From an optimization exercise on the open Yosys and OpenROAD flow, aimed at a short achievable clock period and few clock cycles; shortcuts taken in it are not production practice. In this exercise RTL edits were held to simulation tests only and were not proved equivalent to the original. No run shown here takes its clock network from TritonCTS; it comes from the design's own scripts or RTL. The clock port is modelled as an ideal driver, which makes a skipped or thinned clock tree look cheaper than it is; a real chip needs a root buffer or a tree. No activity file was given, so power comes from the tool's default toggle rates.

==> design.v <==
module conv(
    input rst,
    input clk,
    output M0_R_req,
    output [31:0] M0_addr,
    input [31:0] M0_R_data,
    output [3:0] M0_W_req,
    output [31:0] M0_W_data,
    output M1_R_req,
    output [31:0] M1_addr,
    input [31:0] M1_R_data,
    output [3:0] M1_W_req,
    output reg [31:0] M1_W_data,
    input start,
    output finish
);
    assign M0_W_req  = 4'd0;
    assign M0_W_data = 32'd0;
    reg        busy;           
    reg        done;           
    reg        req;            
    reg  [9:0] raddr;          
    reg  [9:0] rcnt;           
    reg        rv;             
    reg  [3:0] wsel;           
    reg  [4:0] col;            
    reg  [4:0] row;            
    reg        colok, rowok;   
    reg  [2:0] ov;             
    reg        wr;             
    reg  [9:0] waddr;          
    wire go      = start & ~busy & ~done;           
    wire lastw   = wr & (waddr == 10'd675);         
    wire n_busy  = ~rst & ((busy & ~lastw) | go);
    wire n_done  = ~rst & (done | lastw);
    wire n_req   = ~rst & ((req & (rcnt != 10'd792)) | go);
    wire [9:0] n_raddr = rst ? 10'd784 :
                         req ? ((raddr == 10'd792) ? 10'd0 : raddr + 10'd1) :
                         go ? 10'd784 : raddr;
    wire n_wr    = ~rst & ov[2];
    wire [9:0] n_waddr = rst ? 10'd0 : wr ? waddr + 10'd1 : go ? 10'd0 : waddr;
    wire pix_in = rv & (wsel == 4'd9);
    always @(posedge clk) begin
        busy  <= n_busy;
        done  <= n_done;
        req   <= n_req;
        raddr <= n_raddr;
        wr    <= n_wr;
        waddr <= n_waddr;
        if (rst) begin
            rv <= 1'b0;
            ov <= 3'd0;
        end else begin
            if (go) begin
                rcnt  <= 10'd0;
                wsel  <= 4'd0;
                col   <= 5'd0;
                row   <= 5'd0;
                colok <= 1'b0;
                rowok <= 1'b0;
            end
            if (req) rcnt <= rcnt + 10'd1;
            rv <= req;
            if (rv) begin
                if (wsel != 4'd9) wsel <= wsel + 4'd1;
                if (pix_in) begin
                    if (col == 5'd27) begin
                        col   <= 5'd0;
                        colok <= 1'b0;
                        row   <= row + 5'd1;
                        if (row == 5'd1) rowok <= 1'b1;
                    end else begin
                        col <= col + 5'd1;
                        if (col == 5'd1) colok <= 1'b1;
                    end
                end
            end
            ov <= {ov[1:0], pix_in & colok & rowok};
        end
    end
    wire [9:0] oraddr, owaddr;
    conv_oreg #(1)  o_finish (.clk(clk), .d(n_done), .q(finish));
    conv_oreg #(1)  o_m0req  (.clk(clk), .d(n_req), .q(M0_R_req));
    conv_oreg #(10) o_m0addr (.clk(clk), .d(n_raddr), .q(oraddr));
    conv_oreg #(1)  o_m1req  (.clk(clk), .d(n_wr), .q(M1_R_req));
    conv_oreg #(1)  o_m1we0  (.clk(clk), .d(n_wr), .q(M1_W_req[0]));
    conv_oreg #(1)  o_m1we1  (.clk(clk), .d(n_wr), .q(M1_W_req[1]));
    conv_oreg #(1)  o_m1we2  (.clk(clk), .d(n_wr), .q(M1_W_req[2]));
    conv_oreg #(1)  o_m1we3  (.clk(clk), .d(n_wr), .q(M1_W_req[3]));
    conv_oreg #(10) o_m1addr (.clk(clk), .d(n_waddr), .q(owaddr));
    assign M0_addr = {20'd0, oraddr, 2'b00};
    assign M1_addr = {20'd0, owaddr, 2'b00};
    wire [47:0] t0_0, t0_1, t0_2, t0_3;
    conv_mul mul0(.clk(clk), .x(M0_R_data), .wload(rv && wsel == 4'd0), .t0(t0_0), .t1(t0_1), .t2(t0_2), .t3(t0_3));
    wire [47:0] t1_0, t1_1, t1_2, t1_3;
    conv_mul mul1(.clk(clk), .x(M0_R_data), .wload(rv && wsel == 4'd1), .t0(t1_0), .t1(t1_1), .t2(t1_2), .t3(t1_3));
    wire [47:0] t2_0, t2_1, t2_2, t2_3;
    conv_mul mul2(.clk(clk), .x(M0_R_data), .wload(rv && wsel == 4'd2), .t0(t2_0), .t1(t2_1), .t2(t2_2), .t3(t2_3));
    wire [47:0] t3_0, t3_1, t3_2, t3_3;
    conv_mul mul3(.clk(clk), .x(M0_R_data), .wload(rv && wsel == 4'd3), .t0(t3_0), .t1(t3_1), .t2(t3_2), .t3(t3_3));
    wire [47:0] t4_0, t4_1, t4_2, t4_3;
    conv_mul mul4(.clk(clk), .x(M0_R_data), .wload(rv && wsel == 4'd4), .t0(t4_0), .t1(t4_1), .t2(t4_2), .t3(t4_3));
    wire [47:0] t5_0, t5_1, t5_2, t5_3;
    conv_mul mul5(.clk(clk), .x(M0_R_data), .wload(rv && wsel == 4'd5), .t0(t5_0), .t1(t5_1), .t2(t5_2), .t3(t5_3));
    wire [47:0] t6_0, t6_1, t6_2, t6_3;
    conv_mul mul6(.clk(clk), .x(M0_R_data), .wload(rv && wsel == 4'd6), .t0(t6_0), .t1(t6_1), .t2(t6_2), .t3(t6_3));
    wire [47:0] t7_0, t7_1, t7_2, t7_3;
    conv_mul mul7(.clk(clk), .x(M0_R_data), .wload(rv && wsel == 4'd7), .t0(t7_0), .t1(t7_1), .t2(t7_2), .t3(t7_3));
    wire [47:0] t8_0, t8_1, t8_2, t8_3;
    conv_mul mul8(.clk(clk), .x(M0_R_data), .wload(rv && wsel == 4'd8), .t0(t8_0), .t1(t8_1), .t2(t8_2), .t3(t8_3));
    reg [31:0] rs [0:8];
    reg [31:0] rc [0:8];
    reg [31:0] d2 [0:24];
    reg [31:0] d5 [0:24];
    wire [47:0] q0_s1 = t0_0 ^ t0_1 ^ t0_2;
    wire [47:0] q0_c1 = {(t0_0[46:0] & t0_1[46:0]) | (t0_0[46:0] & t0_2[46:0]) | (t0_1[46:0] & t0_2[46:0]), 1'b0};
    wire [47:0] q0_s3 = q0_s1 ^ q0_c1 ^ t0_3;
    wire [47:0] q0_c3 = {(q0_s1[46:0] & q0_c1[46:0]) | (q0_s1[46:0] & t0_3[46:0]) | (q0_c1[46:0] & t0_3[46:0]), 1'b0};
    wire [16:0] lo0 = {1'b0, q0_s3[15:0]} + {1'b0, q0_c3[15:0]};
    wire [31:0] hs0 = q0_s3[47:16];
    wire [31:0] hc0 = q0_c3[47:16];
    wire [31:0] ns0 = hs0 ^ hc0;
    wire [31:0] nc0 = {hs0[30:0] & hc0[30:0], lo0[16]};
    wire [47:0] q1_s1 = t1_0 ^ t1_1 ^ t1_2;
    wire [47:0] q1_c1 = {(t1_0[46:0] & t1_1[46:0]) | (t1_0[46:0] & t1_2[46:0]) | (t1_1[46:0] & t1_2[46:0]), 1'b0};
    wire [47:0] as1 = {rs[0], 16'd0};
    wire [47:0] ac1 = {rc[0], 16'd0};
    wire [47:0] q1_s2 = t1_3 ^ as1 ^ ac1;
    wire [47:0] q1_c2 = {(t1_3[46:0] & as1[46:0]) | (t1_3[46:0] & ac1[46:0]) | (as1[46:0] & ac1[46:0]), 1'b0};
    wire [47:0] q1_s3 = q1_s1 ^ q1_c1 ^ q1_s2;
    wire [47:0] q1_c3 = {(q1_s1[46:0] & q1_c1[46:0]) | (q1_s1[46:0] & q1_s2[46:0]) | (q1_c1[46:0] & q1_s2[46:0]), 1'b0};
    wire [16:0] lo1 = {1'b0, q1_s3[15:0]} + {1'b0, q1_c3[15:0]};
    wire [31:0] hs1 = q1_s3[47:16];
    wire [31:0] hc1 = q1_c3[47:16];
    wire [31:0] h31 = q1_c2[47:16];
    wire [31:0] ns1 = hs1 ^ hc1 ^ h31;
    wire [31:0] nc1 = {(hs1[30:0] & hc1[30:0]) | (hs1[30:0] & h31[30:0]) | (hc1[30:0] & h31[30:0]), lo1[16]};
    wire [47:0] q2_s1 = t2_0 ^ t2_1 ^ t2_2;
    wire [47:0] q2_c1 = {(t2_0[46:0] & t2_1[46:0]) | (t2_0[46:0] & t2_2[46:0]) | (t2_1[46:0] & t2_2[46:0]), 1'b0};
    wire [47:0] as2 = {rs[1], 16'd0};
    wire [47:0] ac2 = {rc[1], 16'd0};
    wire [47:0] q2_s2 = t2_3 ^ as2 ^ ac2;
    wire [47:0] q2_c2 = {(t2_3[46:0] & as2[46:0]) | (t2_3[46:0] & ac2[46:0]) | (as2[46:0] & ac2[46:0]), 1'b0};
    wire [47:0] q2_s3 = q2_s1 ^ q2_c1 ^ q2_s2;
    wire [47:0] q2_c3 = {(q2_s1[46:0] & q2_c1[46:0]) | (q2_s1[46:0] & q2_s2[46:0]) | (q2_c1[46:0] & q2_s2[46:0]), 1'b0};
    wire [16:0] lo2 = {1'b0, q2_s3[15:0]} + {1'b0, q2_c3[15:0]};
    wire [31:0] hs2 = q2_s3[47:16];
    wire [31:0] hc2 = q2_c3[47:16];
    wire [31:0] h32 = q2_c2[47:16];
    wire [31:0] ns2 = hs2 ^ hc2 ^ h32;
    wire [31:0] nc2 = {(hs2[30:0] & hc2[30:0]) | (hs2[30:0] & h32[30:0]) | (hc2[30:0] & h32[30:0]), lo2[16]};
    wire [47:0] q3_s1 = t3_0 ^ t3_1 ^ t3_2;
    wire [47:0] q3_c1 = {(t3_0[46:0] & t3_1[46:0]) | (t3_0[46:0] & t3_2[46:0]) | (t3_1[46:0] & t3_2[46:0]), 1'b0};
    wire [31:0] a3 = d2[24];
    wire [47:0] q3_s3 = q3_s1 ^ q3_c1 ^ t3_3;
    wire [47:0] q3_c3 = {(q3_s1[46:0] & q3_c1[46:0]) | (q3_s1[46:0] & t3_3[46:0]) | (q3_c1[46:0] & t3_3[46:0]), 1'b0};
    wire [16:0] lo3 = {1'b0, q3_s3[15:0]} + {1'b0, q3_c3[15:0]};
    wire [31:0] hs3 = q3_s3[47:16];
    wire [31:0] hc3 = q3_c3[47:16];
    wire [31:0] h33 = a3;
    wire [31:0] ns3 = hs3 ^ hc3 ^ h33;
    wire [31:0] nc3 = {(hs3[30:0] & hc3[30:0]) | (hs3[30:0] & h33[30:0]) | (hc3[30:0] & h33[30:0]), lo3[16]};
    wire [47:0] q4_s1 = t4_0 ^ t4_1 ^ t4_2;
    wire [47:0] q4_c1 = {(t4_0[46:0] & t4_1[46:0]) | (t4_0[46:0] & t4_2[46:0]) | (t4_1[46:0] & t4_2[46:0]), 1'b0};
    wire [47:0] as4 = {rs[3], 16'd0};
    wire [47:0] ac4 = {rc[3], 16'd0};
    wire [47:0] q4_s2 = t4_3 ^ as4 ^ ac4;
    wire [47:0] q4_c2 = {(t4_3[46:0] & as4[46:0]) | (t4_3[46:0] & ac4[46:0]) | (as4[46:0] & ac4[46:0]), 1'b0};
    wire [47:0] q4_s3 = q4_s1 ^ q4_c1 ^ q4_s2;
    wire [47:0] q4_c3 = {(q4_s1[46:0] & q4_c1[46:0]) | (q4_s1[46:0] & q4_s2[46:0]) | (q4_c1[46:0] & q4_s2[46:0]), 1'b0};
    wire [16:0] lo4 = {1'b0, q4_s3[15:0]} + {1'b0, q4_c3[15:0]};
    wire [31:0] hs4 = q4_s3[47:16];
    wire [31:0] hc4 = q4_c3[47:16];
    wire [31:0] h34 = q4_c2[47:16];
    wire [31:0] ns4 = hs4 ^ hc4 ^ h34;
    wire [31:0] nc4 = {(hs4[30:0] & hc4[30:0]) | (hs4[30:0] & h34[30:0]) | (hc4[30:0] & h34[30:0]), lo4[16]};
    wire [47:0] q5_s1 = t5_0 ^ t5_1 ^ t5_2;
    wire [47:0] q5_c1 = {(t5_0[46:0] & t5_1[46:0]) | (t5_0[46:0] & t5_2[46:0]) | (t5_1[46:0] & t5_2[46:0]), 1'b0};
    wire [47:0] as5 = {rs[4], 16'd0};
    wire [47:0] ac5 = {rc[4], 16'd0};
    wire [47:0] q5_s2 = t5_3 ^ as5 ^ ac5;
    wire [47:0] q5_c2 = {(t5_3[46:0] & as5[46:0]) | (t5_3[46:0] & ac5[46:0]) | (as5[46:0] & ac5[46:0]), 1'b0};
    wire [47:0] q5_s3 = q5_s1 ^ q5_c1 ^ q5_s2;
    wire [47:0] q5_c3 = {(q5_s1[46:0] & q5_c1[46:0]) | (q5_s1[46:0] & q5_s2[46:0]) | (q5_c1[46:0] & q5_s2[46:0]), 1'b0};
    wire [16:0] lo5 = {1'b0, q5_s3[15:0]} + {1'b0, q5_c3[15:0]};
    wire [31:0] hs5 = q5_s3[47:16];
    wire [31:0] hc5 = q5_c3[47:16];
    wire [31:0] h35 = q5_c2[47:16];
    wire [31:0] ns5 = hs5 ^ hc5 ^ h35;
    wire [31:0] nc5 = {(hs5[30:0] & hc5[30:0]) | (hs5[30:0] & h35[30:0]) | (hc5[30:0] & h35[30:0]), lo5[16]};
    wire [47:0] q6_s1 = t6_0 ^ t6_1 ^ t6_2;
    wire [47:0] q6_c1 = {(t6_0[46:0] & t6_1[46:0]) | (t6_0[46:0] & t6_2[46:0]) | (t6_1[46:0] & t6_2[46:0]), 1'b0};
    wire [31:0] a6 = d5[24];
    wire [47:0] q6_s3 = q6_s1 ^ q6_c1 ^ t6_3;
    wire [47:0] q6_c3 = {(q6_s1[46:0] & q6_c1[46:0]) | (q6_s1[46:0] & t6_3[46:0]) | (q6_c1[46:0] & t6_3[46:0]), 1'b0};
    wire [16:0] lo6 = {1'b0, q6_s3[15:0]} + {1'b0, q6_c3[15:0]};
    wire [31:0] hs6 = q6_s3[47:16];
    wire [31:0] hc6 = q6_c3[47:16];
    wire [31:0] h36 = a6;
    wire [31:0] ns6 = hs6 ^ hc6 ^ h36;
    wire [31:0] nc6 = {(hs6[30:0] & hc6[30:0]) | (hs6[30:0] & h36[30:0]) | (hc6[30:0] & h36[30:0]), lo6[16]};
    wire [47:0] q7_s1 = t7_0 ^ t7_1 ^ t7_2;
    wire [47:0] q7_c1 = {(t7_0[46:0] & t7_1[46:0]) | (t7_0[46:0] & t7_2[46:0]) | (t7_1[46:0] & t7_2[46:0]), 1'b0};
    wire [47:0] as7 = {rs[6], 16'd0};
    wire [47:0] ac7 = {rc[6], 16'd0};
    wire [47:0] q7_s2 = t7_3 ^ as7 ^ ac7;
    wire [47:0] q7_c2 = {(t7_3[46:0] & as7[46:0]) | (t7_3[46:0] & ac7[46:0]) | (as7[46:0] & ac7[46:0]), 1'b0};
    wire [47:0] q7_s3 = q7_s1 ^ q7_c1 ^ q7_s2;
    wire [47:0] q7_c3 = {(q7_s1[46:0] & q7_c1[46:0]) | (q7_s1[46:0] & q7_s2[46:0]) | (q7_c1[46:0] & q7_s2[46:0]), 1'b0};
    wire [16:0] lo7 = {1'b0, q7_s3[15:0]} + {1'b0, q7_c3[15:0]};
    wire [31:0] hs7 = q7_s3[47:16];
    wire [31:0] hc7 = q7_c3[47:16];
    wire [31:0] h37 = q7_c2[47:16];
    wire [31:0] ns7 = hs7 ^ hc7 ^ h37;
    wire [31:0] nc7 = {(hs7[30:0] & hc7[30:0]) | (hs7[30:0] & h37[30:0]) | (hc7[30:0] & h37[30:0]), lo7[16]};
    wire [47:0] q8_s1 = t8_0 ^ t8_1 ^ t8_2;
    wire [47:0] q8_c1 = {(t8_0[46:0] & t8_1[46:0]) | (t8_0[46:0] & t8_2[46:0]) | (t8_1[46:0] & t8_2[46:0]), 1'b0};
    wire [47:0] as8 = {rs[7], 16'd0};
    wire [47:0] ac8 = {rc[7], 16'd0};
    wire [47:0] q8_s2 = t8_3 ^ as8 ^ ac8;
    wire [47:0] q8_c2 = {(t8_3[46:0] & as8[46:0]) | (t8_3[46:0] & ac8[46:0]) | (as8[46:0] & ac8[46:0]), 1'b0};
    wire [47:0] q8_s3 = q8_s1 ^ q8_c1 ^ q8_s2;
    wire [47:0] q8_c3 = {(q8_s1[46:0] & q8_c1[46:0]) | (q8_s1[46:0] & q8_s2[46:0]) | (q8_c1[46:0] & q8_s2[46:0]), 1'b0};
    wire [16:0] lo8 = {1'b0, q8_s3[15:0]} + {1'b0, q8_c3[15:0]};
    wire [31:0] hs8 = q8_s3[47:16];
    wire [31:0] hc8 = q8_c3[47:16];
    wire [31:0] h38 = q8_c2[47:16];
    wire [31:0] ns8 = hs8 ^ hc8 ^ h38;
    wire [31:0] nc8 = {(hs8[30:0] & hc8[30:0]) | (hs8[30:0] & h38[30:0]) | (hc8[30:0] & h38[30:0]), lo8[16]};
    integer j;
    always @(posedge clk) begin
        rs[0] <= ns0;
        rc[0] <= nc0;
        rs[1] <= ns1;
        rc[1] <= nc1;
        rs[2] <= ns2;
        rc[2] <= nc2;
        rs[3] <= ns3;
        rc[3] <= nc3;
        rs[4] <= ns4;
        rc[4] <= nc4;
        rs[5] <= ns5;
        rc[5] <= nc5;
        rs[6] <= ns6;
        rc[6] <= nc6;
        rs[7] <= ns7;
        rc[7] <= nc7;
        rs[8] <= ns8;
        rc[8] <= nc8;
        d2[0] <= rs[2] + rc[2];
        d5[0] <= rs[5] + rc[5];
        for (j = 1; j < 25; j = j + 1) begin
            d2[j] <= d2[j-1];
            d5[j] <= d5[j-1];
        end
        M1_W_data <= rs[8] + rc[8];
    end
endmodule
module conv_mul(
    input             clk,
    input      [31:0] x,         
    input             wload,     
    output reg [47:0] t0,
    output reg [47:0] t1,
    output reg [47:0] t2,
    output reg [47:0] t3
);
    reg [31:0] w;                
    reg [31:0] wq;               
    reg [34:0] w3;               
    reg [10:0] neg, m1, m2, m3, m4;   
    wire [34:0] xe = {x[31], x[31], x, 1'b0};
    integer k;
    always @(posedge clk) begin
        if (wload) w <= x;
        wq <= w;
        w3 <= {{3{w[31]}}, w} + {{2{w[31]}}, w, 1'b0};
        for (k = 0; k < 11; k = k + 1) begin
            neg[k] <= xe[3*k+3];
            case (xe[3*k +: 4])
                4'b0000, 4'b1111: {m1[k], m2[k], m3[k], m4[k]} <= 4'b0000;
                4'b0001, 4'b0010, 4'b1101, 4'b1110: {m1[k], m2[k], m3[k], m4[k]} <= 4'b1000;
                4'b0011, 4'b0100, 4'b1011, 4'b1100: {m1[k], m2[k], m3[k], m4[k]} <= 4'b0100;
                4'b0101, 4'b0110, 4'b1001, 4'b1010: {m1[k], m2[k], m3[k], m4[k]} <= 4'b0010;
                default: {m1[k], m2[k], m3[k], m4[k]} <= 4'b0001;
            endcase
        end
    end
    wire [34:0] w1 = {{3{wq[31]}}, wq};
    wire [34:0] w2 = {{2{wq[31]}}, wq, 1'b0};
    wire [34:0] w4 = {{1{wq[31]}}, wq, 2'b0};
    wire [34:0] mag0 = ({35{m1[0]}} & w1) | ({35{m2[0]}} & w2) | ({35{m3[0]}} & w3) | ({35{m4[0]}} & w4);
    wire [34:0] v0 = mag0 ^ {35{neg[0]}};
    wire [47:0] pp0 = {13'd0, {~v0[34], v0[33:0]}};
    wire [34:0] mag1 = ({35{m1[1]}} & w1) | ({35{m2[1]}} & w2) | ({35{m3[1]}} & w3) | ({35{m4[1]}} & w4);
    wire [34:0] v1 = mag1 ^ {35{neg[1]}};
    wire [47:0] pp1 = {10'd0, {~v1[34], v1[33:0]}, 3'd0};
    wire [34:0] mag2 = ({35{m1[2]}} & w1) | ({35{m2[2]}} & w2) | ({35{m3[2]}} & w3) | ({35{m4[2]}} & w4);
    wire [34:0] v2 = mag2 ^ {35{neg[2]}};
    wire [47:0] pp2 = {7'd0, {~v2[34], v2[33:0]}, 6'd0};
    wire [34:0] mag3 = ({35{m1[3]}} & w1) | ({35{m2[3]}} & w2) | ({35{m3[3]}} & w3) | ({35{m4[3]}} & w4);
    wire [34:0] v3 = mag3 ^ {35{neg[3]}};
    wire [47:0] pp3 = {4'd0, {~v3[34], v3[33:0]}, 9'd0};
    wire [34:0] mag4 = ({35{m1[4]}} & w1) | ({35{m2[4]}} & w2) | ({35{m3[4]}} & w3) | ({35{m4[4]}} & w4);
    wire [34:0] v4 = mag4 ^ {35{neg[4]}};
    wire [47:0] pp4 = {1'd0, {~v4[34], v4[33:0]}, 12'd0};
    wire [34:0] mag5 = ({35{m1[5]}} & w1) | ({35{m2[5]}} & w2) | ({35{m3[5]}} & w3) | ({35{m4[5]}} & w4);
    wire [34:0] v5 = mag5 ^ {35{neg[5]}};
    wire [47:0] pp5 = {v5[32:0], 15'd0};
    wire [34:0] mag6 = ({35{m1[6]}} & w1) | ({35{m2[6]}} & w2) | ({35{m3[6]}} & w3) | ({35{m4[6]}} & w4);
    wire [34:0] v6 = mag6 ^ {35{neg[6]}};
    wire [47:0] pp6 = {v6[29:0], 18'd0};
    wire [34:0] mag7 = ({35{m1[7]}} & w1) | ({35{m2[7]}} & w2) | ({35{m3[7]}} & w3) | ({35{m4[7]}} & w4);
    wire [34:0] v7 = mag7 ^ {35{neg[7]}};
    wire [47:0] pp7 = {v7[26:0], 21'd0};
    wire [34:0] mag8 = ({35{m1[8]}} & w1) | ({35{m2[8]}} & w2) | ({35{m3[8]}} & w3) | ({35{m4[8]}} & w4);
    wire [34:0] v8 = mag8 ^ {35{neg[8]}};
    wire [47:0] pp8 = {v8[23:0], 24'd0};
    wire [34:0] mag9 = ({35{m1[9]}} & w1) | ({35{m2[9]}} & w2) | ({35{m3[9]}} & w3) | ({35{m4[9]}} & w4);
    wire [34:0] v9 = mag9 ^ {35{neg[9]}};
    wire [47:0] pp9 = {v9[20:0], 27'd0};
    wire [34:0] mag10 = ({35{m1[10]}} & w1) | ({35{m2[10]}} & w2) | ({35{m3[10]}} & w3) | ({35{m4[10]}} & w4);
    wire [34:0] v10 = mag10 ^ {35{neg[10]}};
    wire [47:0] pp10 = {v10[17:0], 30'd0};
    wire [47:0] nc = {1'b1, 1'b0, 1'b1, 1'b1, 1'b0, 1'b1, 1'b1, 1'b0, 1'b1, 1'b1, 1'b0, 1'b1, 1'b1, 1'b1, 1'b0, 1'b0, 1'b0, neg[10], 1'b0, 1'b0, neg[9], 1'b0, 1'b0, neg[8], 1'b0, 1'b0, neg[7], 1'b0, 1'b0, neg[6], 1'b0, 1'b0, neg[5], 1'b0, 1'b0, neg[4], 1'b0, 1'b0, neg[3], 1'b0, 1'b0, neg[2], 1'b0, 1'b0, neg[1], 1'b0, 1'b0, neg[0]};
    wire [47:0] b0s0 = pp0 ^ pp1 ^ pp2;
    wire [47:0] b0c0 = {(pp0[46:0] & pp1[46:0]) | (pp0[46:0] & pp2[46:0]) | (pp1[46:0] & pp2[46:0]), 1'b0};
    wire [47:0] b0s1 = pp3 ^ pp4 ^ pp5;
    wire [47:0] b0c1 = {(pp3[46:0] & pp4[46:0]) | (pp3[46:0] & pp5[46:0]) | (pp4[46:0] & pp5[46:0]), 1'b0};
    wire [47:0] b0s2 = pp6 ^ pp7 ^ pp8;
    wire [47:0] b0c2 = {(pp6[46:0] & pp7[46:0]) | (pp6[46:0] & pp8[46:0]) | (pp7[46:0] & pp8[46:0]), 1'b0};
    wire [47:0] b0s3 = pp9 ^ pp10 ^ nc;
    wire [47:0] b0c3 = {(pp9[46:0] & pp10[46:0]) | (pp9[46:0] & nc[46:0]) | (pp10[46:0] & nc[46:0]), 1'b0};
    wire [47:0] b1s0 = b0s0 ^ b0c0 ^ b0s1;
    wire [47:0] b1c0 = {(b0s0[46:0] & b0c0[46:0]) | (b0s0[46:0] & b0s1[46:0]) | (b0c0[46:0] & b0s1[46:0]), 1'b0};
    wire [47:0] b1s1 = b0c1 ^ b0s2 ^ b0c2;
    wire [47:0] b1c1 = {(b0c1[46:0] & b0s2[46:0]) | (b0c1[46:0] & b0c2[46:0]) | (b0s2[46:0] & b0c2[46:0]), 1'b0};
    wire [47:0] b2s0 = b1s0 ^ b1c0 ^ b1s1;
    wire [47:0] b2c0 = {(b1s0[46:0] & b1c0[46:0]) | (b1s0[46:0] & b1s1[46:0]) | (b1c0[46:0] & b1s1[46:0]), 1'b0};
    wire [47:0] b2s1 = b1c1 ^ b0s3 ^ b0c3;
    wire [47:0] b2c1 = {(b1c1[46:0] & b0s3[46:0]) | (b1c1[46:0] & b0c3[46:0]) | (b0s3[46:0] & b0c3[46:0]), 1'b0};
    always @(posedge clk) begin
        t0 <= b2s0;
        t1 <= b2c0;
        t2 <= b2s1;
        t3 <= b2c1;
    end
endmodule
module conv_oreg #(parameter N = 1) (
    input              clk,
    input      [N-1:0] d,
    output reg [N-1:0] q
);
    always @(posedge clk) q <= d;
endmodule
==> flow/run.sh <==
#!/bin/bash
# Own layout flow: the standard synthesis unchanged, then the standard
# ORFS steps with these changes:
#  - after clock tree synthesis, flow/post_cts.tcl moves the flip-flops that
#    drive output ports next to their port buffers (flow/outflops.tcl) and
#    replaces TritonCTS's tree with flow/ctree.tcl's: four levels of clock
#    inverters made by recursive bisection of the flip-flops, whose 4
#    first-level cells the clock port drives itself.
set -euo pipefail
MARGIN=${MARGIN:-9.0}
export CT_BITS=${CT_BITS:-"2 2 2 2"}
export CT_CELLS=${CT_CELLS:-"clkinv_16 clkinv_16 clkinv_16 clkinv_16"}
HERE=$(pwd)
bash standard.sh synth > synth.log 2>&1
bash standard.sh SETUP_SLACK_MARGIN=$MARGIN POST_CTS_TCL=$HERE/flow/post_cts.tcl finish > layout.log 2>&1
==> flow/ctree.tcl <==

proc ct_env {name default} {
  if {[info exists ::env($name)]} { return $::env($name) }
  return $default
}

# bisect a list of {x y payload} into 2^levels groups, splitting each group at
# the median of its wider side
proc ct_split {items levels} {
  if {$levels == 0 || [llength $items] < 2} { return [list $items] }
  set xs [lmap it $items {lindex $it 0}]
  set ys [lmap it $items {lindex $it 1}]
  set dx [expr {[tcl::mathfunc::max {*}$xs] - [tcl::mathfunc::min {*}$xs]}]
  set dy [expr {[tcl::mathfunc::max {*}$ys] - [tcl::mathfunc::min {*}$ys]}]
  set k [expr {$dx >= $dy ? 0 : 1}]
  set sorted [lsort -real -index $k $items]
  set h [expr {[llength $sorted] / 2}]
  set a [ct_split [lrange $sorted 0 [expr {$h - 1}]] [expr {$levels - 1}]]
  set b [ct_split [lrange $sorted $h end] [expr {$levels - 1}]]
  return [concat $a $b]
}

proc ct_centre {pts} {
  set sx 0.0; set sy 0.0
  foreach it $pts {
    set sx [expr {$sx + [lindex $it 0]}]
    set sy [expr {$sy + [lindex $it 1]}]
  }
  set n [llength $pts]
  return [list [expr {round($sx / $n)}] [expr {round($sy / $n)}]]
}

# a tree node: {x y kids} where kids are nodes, or {x y sinks} at the last level
proc ct_node {items lvl} {
  if {$lvl == [llength $::ct_bits] - 1} {
    set xy [ct_centre $items]
    return [list [lindex $xy 0] [lindex $xy 1] $items]
  }
  set kids {}
  foreach g [ct_split $items [lindex $::ct_bits [expr {$lvl + 1}]]] {
    if {[llength $g]} { lappend kids [ct_node $g [expr {$lvl + 1}]] }
  }
  set xy [ct_centre $kids]
  return [list [lindex $xy 0] [lindex $xy 1] $kids]
}

proc ct_pin {inst dir} {
  foreach it [$inst getITerms] {
    if {$dir eq "in" && [$it isInputSignal]} { return $it }
    if {$dir eq "out" && [$it isOutputSignal]} { return $it }
  }
  error "ctree: no $dir pin on [$inst getName]"
}

proc ct_inst {node parent_net lvl} {
  set master [lindex $::ct_masters $lvl]
  set name "ctree_${lvl}_${::ct_count}"
  incr ::ct_count
  set inst [odb::dbInst_create $::ct_block $master $name]
  set w [$master getWidth]
  set h [$master getHeight]
  $inst setLocation [expr {[lindex $node 0] - $w / 2}] [expr {[lindex $node 1] - $h / 2}]
  $inst setPlacementStatus PLACED
  [ct_pin $inst in] connect $parent_net
  set net [odb::dbNet_create $::ct_block "ctnet_${lvl}_${::ct_count}"]
  $net setSigType CLOCK
  [ct_pin $inst out] connect $net
  if {$lvl == [llength $::ct_bits] - 1} {
    foreach s [lindex $node 2] { [lindex $s 2] connect $net }
    incr ::ct_leaves
  } else {
    foreach k [lindex $node 2] { ct_inst $k $net [expr {$lvl + 1}] }
  }
}

set ::ct_block [ord::get_db_block]
set ::ct_bits [ct_env CT_BITS "2 3 3"]
set ::ct_masters {}
set ninv 0
foreach c [ct_env CT_CELLS "clkbuf_16 clkbuf_16 clkbuf_16"] {
  set m [[ord::get_db] findMaster "sky130_fd_sc_hd__$c"]
  if {$m eq "NULL"} { error "ctree: no cell $c" }
  if {[string match "*inv*" $c]} { incr ninv }
  lappend ::ct_masters $m
}
if {[llength $::ct_masters] != [llength $::ct_bits]} { error "ctree: CT_CELLS and CT_BITS differ in length" }
if {$ninv % 2} { error "ctree: odd number of inverting levels" }
if {[lindex $::ct_bits 0] != 2} { error "ctree: the port drives 4 cells: CT_BITS must start with 2" }
set clk [$::ct_block findNet clk]

# the existing tree: cells reached from the clock port, and the sinks
set bufs {}
set nets {}
set sinks {}
set queue [list $clk]
while {[llength $queue]} {
  set n [lindex $queue 0]
  set queue [lrange $queue 1 end]
  foreach it [$n getITerms] {
    if {[$it isOutputSignal]} { continue }
    set inst [$it getInst]
    set m [[$inst getMaster] getName]
    if {[string match "sky130_fd_sc_hd__clkbuf_*" $m] || [string match "sky130_fd_sc_hd__clkinv*" $m]} {
      lappend bufs $inst
      set out {}
      foreach o [$inst getITerms] {
        if {[$o isOutputSignal] && [$o getNet] ne "NULL"} { set out [$o getNet] }
      }
      # TritonCTS's dummy loads have no output net
      if {$out eq {}} { continue }
      if {[string match "sky130_fd_sc_hd__clkinv*" $m]} { error "ctree: clock inverter [$inst getName]" }
      lappend nets $out
      lappend queue $out
    } else {
      lappend sinks $it
    }
  }
}
puts "ctree: removing [llength $bufs] clock tree cells; [llength $sinks] sinks"
foreach it $sinks { $it disconnect }
foreach b $bufs {
  foreach it [$b getITerms] { if {[$it getNet] ne "NULL"} { $it disconnect } }
  odb::dbInst_destroy $b
}
foreach n $nets { odb::dbNet_destroy $n }

set items {}
foreach it $sinks {
  set xy [$it getAvgXY]
  if {[lindex $xy 0] == 0} {
    set loc [[$it getInst] getLocation]
    set xy [list 1 [lindex $loc 0] [lindex $loc 1]]
  }
  lappend items [list [lindex $xy 1] [lindex $xy 2] $it]
}

set ::ct_count 0
set ::ct_leaves 0
foreach g [ct_split $items 2] {
  ct_inst [ct_node $g 0] $clk 0
}
puts "ctree: built $::ct_count cells ($::ct_leaves driving flip-flops), levels {$::ct_bits}, cells {[ct_env CT_CELLS {clkbuf_16 clkbuf_16 clkbuf_16}]}"

# Split the clusters of last-level cells whose flip-flop clock pins see a
# slew over limit_ps (estimated from placement): half of the flip-flops move
# to a new cell of the same kind, driven by the same net.
proc ct_max_sink_slew {net_name} {
  set w 0
  foreach pin [get_pins -of_objects [get_nets $net_name]] {
    if {[get_property $pin direction] ne "input"} { continue }
    foreach a {min max} { foreach e {rise fall} {
      set sl [sta::time_ui_sta [get_property $pin slew_${a}_$e]]
      if {$sl > $w} { set w $sl }
    } }
  }
  return [expr {$w * 1e12}]
}

proc ct_fix_slew {limit_ps} {
  set last [expr {[llength $::ct_bits] - 1}]
  set split 0
  foreach inst [$::ct_block getInsts] {
    if {![string match "ctree_${last}_*" [$inst getName]]} { continue }
    set out [[ct_pin $inst out] getNet]
    set s [ct_max_sink_slew [$out getName]]
    if {$s <= $limit_ps || $split >= 32} { continue }
    set items {}
    foreach it [$out getITerms] {
      if {[$it getInst] eq $inst} { continue }
      set xy [$it getAvgXY]
      lappend items [list [lindex $xy 1] [lindex $xy 2] $it]
    }
    if {[llength $items] < 2} { continue }
    lassign [ct_split $items 1] g1 g2
    set master [$inst getMaster]
    set name "ctree_${last}_${::ct_count}"
    incr ::ct_count
    set new [odb::dbInst_create $::ct_block $master $name]
    set xy [ct_centre $g2]
    $new setLocation [expr {[lindex $xy 0] - [$master getWidth] / 2}] [expr {[lindex $xy 1] - [$master getHeight] / 2}]
    $new setPlacementStatus PLACED
    [ct_pin $new in] connect [[ct_pin $inst in] getNet]
    set net [odb::dbNet_create $::ct_block "ctnet_${last}_${::ct_count}"]
    $net setSigType CLOCK
    [ct_pin $new out] connect $net
    foreach s2 $g2 { [lindex $s2 2] disconnect; [lindex $s2 2] connect $net }
    set xy [ct_centre $g1]
    $inst setLocation [expr {[lindex $xy 0] - [$master getWidth] / 2}] [expr {[lindex $xy 1] - [$master getHeight] / 2}]
    $inst setPlacementStatus PLACED
    incr split
    puts "ctree: split [$inst getName] ([format %.1f $s] ps)"
  }
  return $split
}
==> flow/outflops.tcl <==
# Move each flip-flop that drives an output port's buffer (and nothing else)
# onto that buffer's spot, next to the port; detailed placement then
# legalizes them side by side. This shortens the wire from the flip-flop to
# the buffer on the clock-to-output paths.
set block [ord::get_db_block]
set moved 0
foreach bt [$block getBTerms] {
  if {[$bt getIoType] ne "OUTPUT"} { continue }
  set net [$bt getNet]
  if {$net eq "NULL"} { continue }
  set buf {}
  foreach it [$net getITerms] { if {[$it isOutputSignal]} { set buf [$it getInst] } }
  if {$buf eq {}} { continue }
  set in {}
  foreach it [$buf getITerms] { if {[$it isInputSignal]} { set in $it } }
  if {$in eq {} || [$in getNet] eq "NULL"} { continue }
  set n2 [$in getNet]
  if {[llength [$n2 getITerms]] != 2 || [llength [$n2 getBTerms]] != 0} { continue }
  set ff {}
  foreach it [$n2 getITerms] {
    if {[$it isOutputSignal] && [string match "sky130_fd_sc_hd__*df*" [[[$it getInst] getMaster] getName]]} {
      set ff [$it getInst]
    }
  }
  if {$ff eq {}} { continue }
  set loc [$buf getLocation]
  $ff setLocation [lindex $loc 0] [lindex $loc 1]
  $ff setPlacementStatus PLACED
  incr moved
}
puts "outflops: moved $moved output flip-flops next to their port buffers"
detailed_placement
==> flow/post_cts.tcl <==
# Move the output flip-flops next to their port buffers, replace TritonCTS's
# clock tree with flow/ctree.tcl's, legalize, split the clusters whose clock
# slew is high, and repair timing again.
source [file join [file dirname [info script]] outflops.tcl]
source [file join [file dirname [info script]] ctree.tcl]
detailed_placement
estimate_parasitics -placement
for {set i 0} {$i < 2} {incr i} {
  if {[ct_fix_slew [ct_env CT_SLEW_PS 95]] == 0} { break }
  detailed_placement
  estimate_parasitics -placement
}
report_clock_skew
repair_timing_helper
detailed_placement
check_placement -verbose
report_clock_skew
report_worst_slack -max
==> standard.sh <==
#!/bin/bash
# synth_recipe.tcl (not shown) runs the flow's synth.tcl, then flattens the netlist and writes it again
# the make line also repeats each setting of config.mk as NAME=value (left out here)
make -C /OpenROAD-flow-scripts/flow DESIGN_CONFIG=/design/flow/config.mk WORK_HOME=/design/flow/orfs CLKGATE_MAP_FILE= SYNTH_SCRIPT=/design/flow/synth_recipe.tcl "${@:-finish}"
==> config.mk <==
export PLATFORM = sky130hd
export DESIGN_NAME = conv
export DESIGN_NICKNAME = conv
export VERILOG_FILES = /design/flow/design.v
export SDC_FILE = /design/flow/constraint.sdc
export NUM_CORES = 8
export LEC_CHECK = 0
export CAP_MARGIN = 30
export CORE_MARGIN = 2
export CORE_UTILIZATION = 65
export PLACE_DENSITY = 0.75
export SLEW_MARGIN = 30
export SYNTH_HIERARCHICAL = 1
==> constraint.sdc <==
create_clock -name core_clock -period 12.0 [get_ports {clk}]
set_input_delay 2.4000 -clock core_clock [delete_from_list [all_inputs] [get_ports {clk}]]
set_output_delay 2.4000 -clock core_clock [all_outputs]
set_load 0.01 [all_outputs]
==> results of run 1 <==
Yosys stat by module (local to each module, per instance), a selection:
module    area (um2)  flip-flops and latches  copies in the design  cells
conv_mul       23450                     297                     9   2361
conv           83930                    2262                     1   5647
metal layers:
layer / up-vias / routed length (um) / GRT usage [%]
li1: 90190 / - / -
met1: 106900 / 312500 / 45.44
met2: 17670 / 426400 / 60.66
met3: 5913 / 122100 / 11.60
met4: 32 / 123400 / 38.98
met5: - / 211 / 0.1354
power groups by stage:
stage	registers [mW]	logic, mW	clock network (mW)
floorplan	26.1	24.3	0
global placement	27.6	39.5	0
detailed placement	27.8	40.8	0
global route	28.2	48.3	12.7
finish	27.7	44.8	11.7
logic make-up after synthesis:
| family | after synthesis | share of synthesized area (%) |
|---|---|---|
| compound gates | 6765 | 18.76 |
| buf+inv | 5855 | 8.044 |
| flops | 4962 | 34.67 |
| fa+ha+maj | 4192 | 25.09 |
| xor+xnor | 3467 | 10.32 |
| simple gates | 1568 | 2.715 |
| mux | 104 | 0.3954 |
| other cells | 10 | 0.01270 |
cell usage after synthesis, types with 23 or more instances:
cell type / n / area [um2]
dfxtp_1: 4648 / 93050
fa_1: 2897 / 58000
inv_1: 2736 / 10270
a221oi_1: 2450 / 21460
xnor2_1: 2449 / 21450
a22o_1: 2440 / 21370
clkbuf_1: 2253 / 8457
ha_1: 1277 / 15980
xor2_1: 1009 / 8837
nand2_1: 488 / 1832
buf_4: 476 / 3573
a21oi_1: 404 / 2022
o21ai_0: 400 / 2002
buf_1: 371 / 1393
nor2_1: 339 / 1272
edfxtp_1: 314 / 9429
a22oi_1: 262 / 1967
a21o_1: 137 / 1028
and2_1: 111 / 694.4
nor3_1: 105 / 525.5
mux2_2: 102 / 1149
a222oi_1: 90 / 900.9
nand3b_1: 82 / 615.6
nor2b_1: 81 / 506.7
nand3_1: 76 / 380.4
a31oi_1: 63 / 394.1
o21a_1: 59 / 442.9
o21bai_1: 58 / 435.4
o21ai_1: 49 / 245.2
o41ai_1: 47 / 411.6
a211oi_1: 37 / 277.8
o211ai_1: 37 / 277.8
and3_1: 34 / 212.7
nand4_1: 31 / 193.9
or4_1: 28 / 210.2
a21oi_2: 25 / 219.0
o31ai_1: 25 / 187.7
nand2b_1: 23 / 143.9
state kept, by name (all words and copies together), names as in the netlist, 288 cells and up:
signal / flops
rc: 288
d5: 800
rs: 288
d2: 800
worst paths after layout:
check | start | end | slack, ns | depth (start not counted)
worst max register to register | rs[5][0] | d5[0][26] | 8.81 | 12
worst min register to register | d2[3][27] | d2[4][27] | 0.30 | 0
worst min-delay path | d2[3][27] | d2[4][27] | 0.30 | 0
worst max-delay path | o_m0addr.q[5] | M0_addr[7] | 8.50 | 1
layout make-up:
class                   count  area share (%)
diodes                    154          0.1174
clock inverters            90          0.5494
inverters                3085           6.252
multi-input cells       16570           54.51
flip-flops and latches   4962           31.64
well taps                5976           2.278
repair buffers           1102           4.652
metrics by stage:
stage / instances / utilization, % / worst slack, ns
2_1_floorplan: 27390 / - / 8.744
3_3_place_gp: 30900 / 65.49 / 7.304
3_5_place_dp: 30900 / 65.53 / 7.275
5_1_grt: 31890 / 72.46 / 8.469
6_report: 31940 / 72.49 / 8.503
==> impl_metrics.json, run 1 <==
{
  "seq_power_share_pct": 32.9,
  "synth_cells": 26920,
  "p_leak_nw": 133.8,
  "slew_violations": 0,
  "syn_area_um2": 295600,
  "fill_cells": 30220,
  "fin_crit_sh_pct": 29.14,
  "area_growth_pct": 11.04,
  "setup_viol": 0,
  "grt-ovfl-total": 0,
  "crit_family": "flip-flops",
  "final_area_um2": 328200,
  "postPlaceCellArea_um2": 296700,
  "dp_hpwl_um": 599900,
  "fin_tns_setup_ns": 0,
  "worstSetupPathType": "flip-flop to output pin",
  "worst_clock_skew_ns": 0.08043,
  "p_int_mw": 45.72,
  "min_period_ns": 3.497,
  "dr.first_iter.drc_count": 31890,
  "slowest_stage": "dfxtp_2",
  "powerDensity_nw_per_um2": 256.6,
  "timing.slew.headroom_pct": 32.34,
  "worst_ep_required_time_ns": 9.60,
  "worst-endpoint-arrival_ns": 1.10,
  "pwr-share-comb_pct": 53.1,
  "crit_buf_inv": 1,
  "rows": 247,
  "ys.flop_type": "dfxtp_1",
  "synth_cell_types": 90,
  "multi_input_area_um2": 178900,
  "layout-drive-gt1-share_pct": 14.19,
  "grt_pass1_vias": 216400,
  "die-height_um": 678.3,
  "mostFrequentLayoutCells": "dfxtp_1 (4044), fa_1 (2860), inv_1 (2660)",
  "rsz0062_at_grt": "yes",
  "max_cap_violations": 0,
  "ys_async_sr_fraction_pct": 0,
  "vias": 220700,
  "seq_area_um2": 103800,
  "status": "no timing/DRC/antenna violations",
  "start_kind": "flip-flop",
  "io_buffers": 93,
  "path_max_fanout": 1,
  "routabilityCongestion": 0.9850,
  "nets": 29970,
  "ys_ff_latch": 4962,
  "worst_hold_slack_ns": 0.2980,
  "grt_max_degree": 36,
  "peakVddDrop_mv": 0.5412,
  "ant_nets": 0,
  "dieArea_um2": 460100,
  "fmaxAchievable_mhz": 286.0,
  "grt_pass1_wl_um": 1397000,
  "path_cells": "buf_2",
  "synth_edf_count": 314,
  "cts_sinks": 4962,
  "hold_path.class": "flip-flop to flip-flop",
  "pin_count": 206,
  "hold_violations": 0,
  "p_switching_mw": 38.50,
  "wirelength_um": 984700,
  "clk_latency_ns": 0.69,
  "swShare_pct": 45.72,
  "drc": 0,
  "worst_pin_slew_ns": 1.013,
  "core_area_um2": 452800,
  "grt_usage_pct": 40.19,
  "avgSynthCellArea_um2": 10.98,
  "p_total_mw": 84.23,
  "yosysWarnings": 14,
  "antenna_found_initial": 93,
  "via_per_inst": 6.909,
  "fp.dieW_um": 678.3,
  "ys_seq_area_share_pct": 34.67,
  "clkPwrFrac_pct": 13.9,
  "firstDrtPassIters": 13,
  "final_common_cell": "dfxtp_1",
  "end_kind": "output pin",
  "avgRoutedWirePerCell_um": 30.83,
  "clk_pin_slew_ns": 0.06,
  "slowest_delay_ns": 0.31,
  "start_util_pct": 65.28
}
Testbench counts, summed over its fixed seeds: cycles 25,568.
==> run 2: changes to the inputs <==
--- a/flow/run.sh
+++ b/flow/run.sh
@@ -1,6 +1,7 @@
 #!/bin/bash
 # Own layout flow: the standard synthesis unchanged, then the standard
 # ORFS steps with these changes:
+#  - flow/pin_clk.tcl puts the clock pin in the middle of the left edge;
 #  - after clock tree synthesis, flow/post_cts.tcl moves the flip-flops that
 #    drive output ports next to their port buffers (flow/outflops.tcl) and
 #    replaces TritonCTS's tree with flow/ctree.tcl's: four levels of clock
@@ -12,4 +13,4 @@
 export CT_CELLS=${CT_CELLS:-"clkinv_16 clkinv_16 clkinv_16 clkinv_16"}
 HERE=$(pwd)
 bash standard.sh synth > synth.log 2>&1
-bash standard.sh SETUP_SLACK_MARGIN=$MARGIN POST_CTS_TCL=$HERE/flow/post_cts.tcl finish > layout.log 2>&1
+bash standard.sh SETUP_SLACK_MARGIN=$MARGIN PRE_IO_PLACEMENT_TCL=$HERE/flow/pin_clk.tcl POST_CTS_TCL=$HERE/flow/post_cts.tcl finish > layout.log 2>&1
==> flow/pin_clk.tcl (new file) <==
# Put the clock pin in the middle of the die's left edge (instead of where
# the pin placer would put it), which shortens the clock port's wires to the
# four first-level clock cells, one per quarter of the die.
set die [[ord::get_db_block] getDieArea]
set y [expr {([$die yMax] + [$die yMin]) / 2000.0}]
place_pin -pin_name clk -layer $::env(IO_PLACER_H) -location [list 0 $y] -pin_size {0.8 0.3} -force_to_die_boundary
==> run 2 against run 1 <==
Utilization hardly changed. Synthesized cell count stayed put. Combinational power hardly changed. Power is 0.63% lower. Design area hardly changed. Global-route usage is 0.53 points higher. First-iteration DRC count is 4.5% higher. Sequential share of layout area hardly changed. Critical path depth stayed put. Area after synthesis stayed put. Register-to-register slack worse by 0.03 ns. Cell count hardly changed. Largest power group unchanged.
==> impl_metrics.json, run 2 <==
{
  "synth.most_common_cell": "dfxtp_1",
  "min_period_ns": 3.447,
  "die-height_um": 678.3,
  "synth_cells": 26920,
  "setup_viol": 0,
  "multi_input_area_um2": 178800,
  "start_kind": "flip-flop",
  "clk_pin_slew_ns": 0.06,
  "yosysWarnings": 14,
  "via_per_inst": 6.958,
  "rows": 247,
  "area_growth_pct": 11.03,
  "syn_area_um2": 295600,
  "grt_usage_pct": 40.72,
  "max_cap_violations": 0,
  "slew_violations": 0,
  "final_common_cell": "dfxtp_1",
  "io_buffers": 93,
  "peakVddDrop_mv": 0.5560,
  "vias": 222200,
  "core_area_um2": 452800,
  "worst_ep_required_time_ns": 9.60,
  "highest_layer": "met5",
  "slowest_delay_ns": 0.32,
  "wirelength_um": 998600,
  "mostFrequentLayoutCells": "dfxtp_1 (4050), fa_1 (2863), inv_1 (2668)",
  "netlist_top_cells_count": "dfxtp_1 (4648), fa_1 (2897), inv_1 (2736)",
  "nets": 29980,
  "drc": 0,
  "grt_max_degree": 36,
  "crit_family": "flip-flops",
  "crit_buf_inv": 1,
  "fp.dieW_um": 678.3,
  "cts_sinks": 4962,
  "ys.flop_type": "dfxtp_1",
  "fmaxAchievable_mhz": 290.1,
  "ys_seq_area_share_pct": 34.67,
  "fill_cells": 30450,
  "worstSetupPathType": "flip-flop to output pin",
  "p_leak_nw": 133.9,
  "wl_met1_um": 317300,
  "synth_edf_count": 314,
  "rsz0062_at_grt": "yes",
  "synth_top_cell_by_area": "dfxtp_1",
  "hold_path.class": "flip-flop to flip-flop",
  "routabilityCongestion": 0.9837,
  "powerDensity_nw_per_um2": 255.0,
  "worst-endpoint-arrival_ns": 1.05,
  "end_kind": "output pin",
  "ys_top_cells_by_area": "dfxtp_1 (31%), fa_1 (20%), a221oi_1 (7.3%), xnor2_1 (7.3%), a22o_1 (7.2%)",
  "dieArea_um2": 460100,
  "avgSynthCellArea_um2": 10.98,
  "dp_hpwl_um": 599300,
  "path_cells": "buf_2",
  "pin_count": 205,
  "antenna_found_initial": 121,
  "fin_crit_sh_pct": 28.72,
  "status": "no timing/DRC/antenna violations",
  "seq_area_um2": 103800,
  "dr_wl_met3_um": 127100,
  "worst_clock_skew_ns": 0.08439,
  "hold_violations": 0,
  "path_max_fanout": 1,
  "ys_ff_latch": 4962,
  "slowest_stage": "dfxtp_1",
  "avgRoutedWirePerCell_um": 31.28,
  "fin_tns_setup_ns": 0,
  "layout-drive-gt1-share_pct": 14.07,
  "start_util_pct": 65.28,
  "ant_nets": 0,
  "synth_top_area_share_pct": 31.48,
  "synth_cell_types": 90,
  "grt_pass1_wl_um": 1414000,
  "ys_async_sr_fraction_pct": 0,
  "grt-ovfl-total": 0,
  "dr.first_iter.drc_count": 33330,
  "worst_pin_slew_ns": 1.127,
  "grt_pass1_vias": 217000,
  "wl_met2_um": 432100,
  "firstDrtPassIters": 14,
  "top_regs": "d2 x800, d5 x800",
  "timing.slew.headroom_pct": 24.78,
  "clk_latency_ns": 0.62,
  "worst_hold_slack_ns": 0.2543
}
## run 2: cell counts after synthesis
No cell type changed its count.
## run 2: metal layers
metal | up-vias | GRT usage, %
li1 | 90200 | -
met1 | 107500 | 46.35
met2 | 18350 | 61.41
met3 | 6115 | 12.32
met4 | 36 | 37.91
met5 | - | 0
## run 2: per-stage QoR
stage               std cells  util [%]  power, mW  worst slack [ns]  instance area (um2)
finish                  31930     72.48      83.69             8.553               328200
global route            31860     72.44      88.57             8.540               328000
detailed placement      30910     65.56      68.46             7.396               296800
global placement        30910     65.51      66.85             7.415               296600
floorplan               27390         -      50.34             8.744               297400
## run 2: cell families after synthesis
family / Yosys count / share of synthesized area, %
adder cells (fa/ha/maj): 4192 / 25.09
other: 10 / 0.01270
flip-flops: 4962 / 34.67
AND/OR/NAND/NOR: 1568 / 2.715
AO/OA/AOI/OAI: 6765 / 18.76
XOR/XNOR: 3467 / 10.32
buffers and inverters: 5855 / 8.044
multiplexers: 104 / 0.3954
## run 2: final cells by class
type | instances | share of cell area, %
tap | 5976 | 2.278
timing repair buffer | 1118 | 4.817
sequential | 4962 | 31.63
inverter | 3085 | 6.252
antenna | 155 | 0.1182
clock inverter | 62 | 0.4179
multi-input combinational | 16570 | 54.48
## run 2: worst paths after layout
check / from / depth (start not counted) / end / slack, ns
setup reg to reg: rs[5][0] / 11 / d5[0][24] / 8.78
setup / recovery: o_m0addr.q[4] / 1 / M0_addr[6] / 8.55
hold reg to reg: d2[1][13] / 0 / d2[2][13] / 0.25
hold / removal: d2[1][13] / 0 / d2[2][13] / 0.25
## run 2: report_power, final
group	internal, mW	switching [mW]	total [mW]	leakage [nW]
clock	2.90	8.53	11.4	4.54
combinational	18.5	25.9	44.5	87.2
sequential	24.0	3.82	27.8	42.1
total	45.4	38.3	83.7	134
## run 2: Yosys stat by module (local to each module, per instance), excerpt
module | cell area [um2] | flip-flops and latches
conv_mul | 23450 | 297
conv | 83930 | 2262
==> run 3: changes to the inputs <==
--- a/flow/ctree.tcl
+++ b/flow/ctree.tcl
@@ -64,6 +64,8 @@
   [ct_pin $inst in] connect $parent_net
   set net [odb::dbNet_create $::ct_block "ctnet_${lvl}_${::ct_count}"]
   $net setSigType CLOCK
+  # the upper levels' long wires get TritonCTS's double-spacing rule
+  if {$lvl < [llength $::ct_bits] - 1 && $::ct_ndr ne "NULL"} { $net setNonDefaultRule $::ct_ndr }
   [ct_pin $inst out] connect $net
   if {$lvl == [llength $::ct_bits] - 1} {
     foreach s [lindex $node 2] { [lindex $s 2] connect $net }
@@ -74,6 +76,7 @@
 }
 
 set ::ct_block [ord::get_db_block]
+set ::ct_ndr [$::ct_block findNonDefaultRule CTS_NDR_0]
 set ::ct_bits [ct_env CT_BITS "2 3 3"]
 set ::ct_masters {}
 set ninv 0
==> run 3 against run 2 <==
Still clean on timing, DRC and antenna. Maximum frequency is 0.47% higher. Via count is 0.33% higher. First-iteration DRC count up 3.1%. Sequential power barely moved. Synthesized cell count unchanged. Global-route usage is 1.3 points higher. Wire length up 0.27%. Design area about the same. Critical path type unchanged.
==> impl_metrics.json, run 3 <==
{
  "grt-ovfl-total": 0,
  "slowest_delay_ns": 0.32,
  "p_total_mw": 83.82,
  "min_period_ns": 3.431,
  "synth_edf_count": 314,
  "worst_ep_required_time_ns": 9.60,
  "end_kind": "output pin",
  "ys_async_sr_fraction_pct": 0,
  "path_cells": "buf_2",
  "ys_top_cells_by_area": "dfxtp_1 (31%), fa_1 (20%), a221oi_1 (7.3%), xnor2_1 (7.3%), a22o_1 (7.2%)",
  "reg2regPathDepth": 10,
  "r2r_end": "d2[0][31]",
  "top_regs": "d2 x800, d5 x800",
  "rr_startpoint": "rs[2][14]",
  "start_util_pct": 65.28,
  "synth_cells": 26920,
  "timing.slew.headroom_pct": 24.23,
  "status": "no timing/DRC/antenna violations",
  "routabilityCongestion": 0.9837,
  "ant_nets": 0,
  "synth_top_cell_by_area": "dfxtp_1",
  "dp_hpwl_um": 599300,
  "reg2reg_slack_ns": 8.82,
  "slowest_stage": "dfxtp_1",
  "fill_cells": 30430,
  "path_max_fanout": 1,
  "via_per_inst": 6.988,
  "mostFrequentLayoutCells": "dfxtp_1 (4048), fa_1 (2855), inv_1 (2662)",
  "cp.depth": 1,
  "fin_tns_setup_ns": 0,
  "avgRoutedWirePerCell_um": 31.39,
  "crit_end": "M1_addr[9]",
  "core_area_um2": 452800,
  "layout-drive-gt1-share_pct": 14.22,
  "powerDensity_nw_per_um2": 255.3,
  "worst_clock_skew_ns": 0.07521,
  "pin_count": 205,
  "ys_seq_area_share_pct": 34.67,
  "rsz0062_at_grt": "yes",
  "slew_violations": 0,
  "die-height_um": 678.3,
  "dr.first_iter.drc_count": 34360,
  "worst_pin_slew_ns": 1.137,
  "fp.dieW_um": 678.3,
  "area_growth_pct": 11.09,
  "ys.flop_type": "dfxtp_1",
  "synth.most_common_cell": "dfxtp_1",
  "antenna_found_initial": 111,
  "synth_top_area_share_pct": 31.48,
  "cts_sinks": 4962,
  "final_core_util_pct": 72.52,
  "clk_latency_ns": 0.59,
  "worst-endpoint-arrival_ns": 1.03,
  "synth_cell_types": 90,
  "grt_max_degree": 36,
  "worstSetupPathType": "flip-flop to output pin",
  "final_common_cell": "dfxtp_1",
  "rows": 247,
  "avgSynthCellArea_um2": 10.98,
  "grt_pass1_wl_um": 1418000,
  "wirelength_um": 1001000,
  "fmaxAchievable_mhz": 291.5,
  "setup_viol": 0,
  "crit_family": "flip-flops",
  "hold_path.class": "flip-flop to flip-flop",
  "firstDrtPassIters": 13,
  "yosysWarnings": 14,
  "nets": 29990,
  "io_buffers": 93,
  "grt_pass1_vias": 216400,
  "start_kind": "flip-flop",
  "critPathLaunch": "o_m1addr.q[7]",
  "ys_ff_latch": 4962,
  "grt_usage_pct": 42.05,
  "syn_area_um2": 295600,
  "fin_crit_sh_pct": 28.59,
  "drc": 0,
  "netlist_top_cells_count": "dfxtp_1 (4648), fa_1 (2897), inv_1 (2736)",
  "p_leak_nw": 133.9,
  "dieArea_um2": 460100,
  "hold_violations": 0,
  "clk_pin_slew_ns": 0.06,
  "max_cap_violations": 0,
  "peakVddDrop_mv": 0.5578,
  "crit_buf_inv": 1,
  "vias": 222900
}
## run 3: cell counts after synthesis
Identical to the previous run, type by type.
## run 3: kinds of logic after synthesis
kind of cell,share of synthesized area (%)
AO/OA/AOI/OAI,18.76
XOR/XNOR,10.32
adder cells (fa/ha/maj),25.09
buffers and inverters,8.044
flip-flops,34.67
multiplexers,0.3954
other,0.01270
AND/OR/NAND/NOR,2.715
## run 3: routing by layer
layer  up-vias  global-route usage (%)  part of all wire (%)
li1      90210                       -                     -
met1    107800                   46.85                    32
met2     18660                   61.62                    43
met3      6171                   15.47                    13
met4        54                   40.90                    12
met5         -                  0.3228                 0.040
## run 3: area by class of cell
type                            instances  area [um2]  share of cell area [%]
Tap cell                             5976        7477                   2.277
Inverter                             3085       20520                   6.250
Timing Repair Buffer                 1125       15970                   4.862
Antenna cell                          116       290.3                 0.08841
Sequential cell                      4962      103800                   31.62
Clock inverter                         62        1371                  0.4176
Multi-Input combinational cell      16570      178900                   54.49
## run 3: worst min path at each step
stage | startpoint | depth (start not counted) | slack, ns | endpoint
after floorplan | d2[9][0] | 0 | 0.31 | d2[10][0]
after global placement | d2[12][20] | 0 | 0.31 | d2[13][20]
after detailed placement | d2[9][1] | 0 | 0.31 | d2[10][1]
after global routing | d2[6][28] | 0 | 0.30 | d2[7][28]
final | d2[1][13] | 0 | 0.27 | d2[2][13]
## run 3: power by group
group	leakage, nW	switching [mW]	internal [mW]
combinational	87.3	26.0	18.6
sequential	42.1	3.81	24.0
clock	4.54	8.50	2.90
total	134	38.4	45.5
## run 3: per-stage QoR
stage	hold WS, ns	instances	cell area [um2]	setup WS (ns)
finish	0.2673	31900	328400	8.569
floorplan	0.3096	27390	297400	8.744
detailed placement	0.3121	30910	296800	7.396
global route	0.2964	31830	328200	8.537
global placement	0.3095	30910	296600	7.415
## run 3: Yosys stat by module (local to each module, per instance), excerpt
module	flops+latches	area [um2]
conv	2262	83930
conv_mul	297	23450

re-timing with driven ports:
No port has a modelled driver above. Below, the same layouts with a new extraction and two added sets of constraints.
Step 1: set_driving_cell puts a clkbuf_16 on clk and a buf_2 on each other input, an assumption about the parent block.
Step 2 also shifts input and output timing later by t, the mid clock arrival at the registers, as if the neighbouring blocks saw the same clock.
Three values: ideal, step 1, step 2; two values: the first two.
run | t, ns | setup slack, ns | worst setup path at the end
run 1 | 1.026 | 8.503 / 8.120 / 7.876 | input to register
run 2 | 0.978 | 8.553 / 8.154 / 7.890 | input to register
run 3 | 0.957 | 8.569 / 8.174 / 7.967 | input to register
After both steps every run listed still meets setup and hold. The setup slack of run 2, which loses most, moves by -0.399 ns with the drivers and by -0.663 ns with both steps.
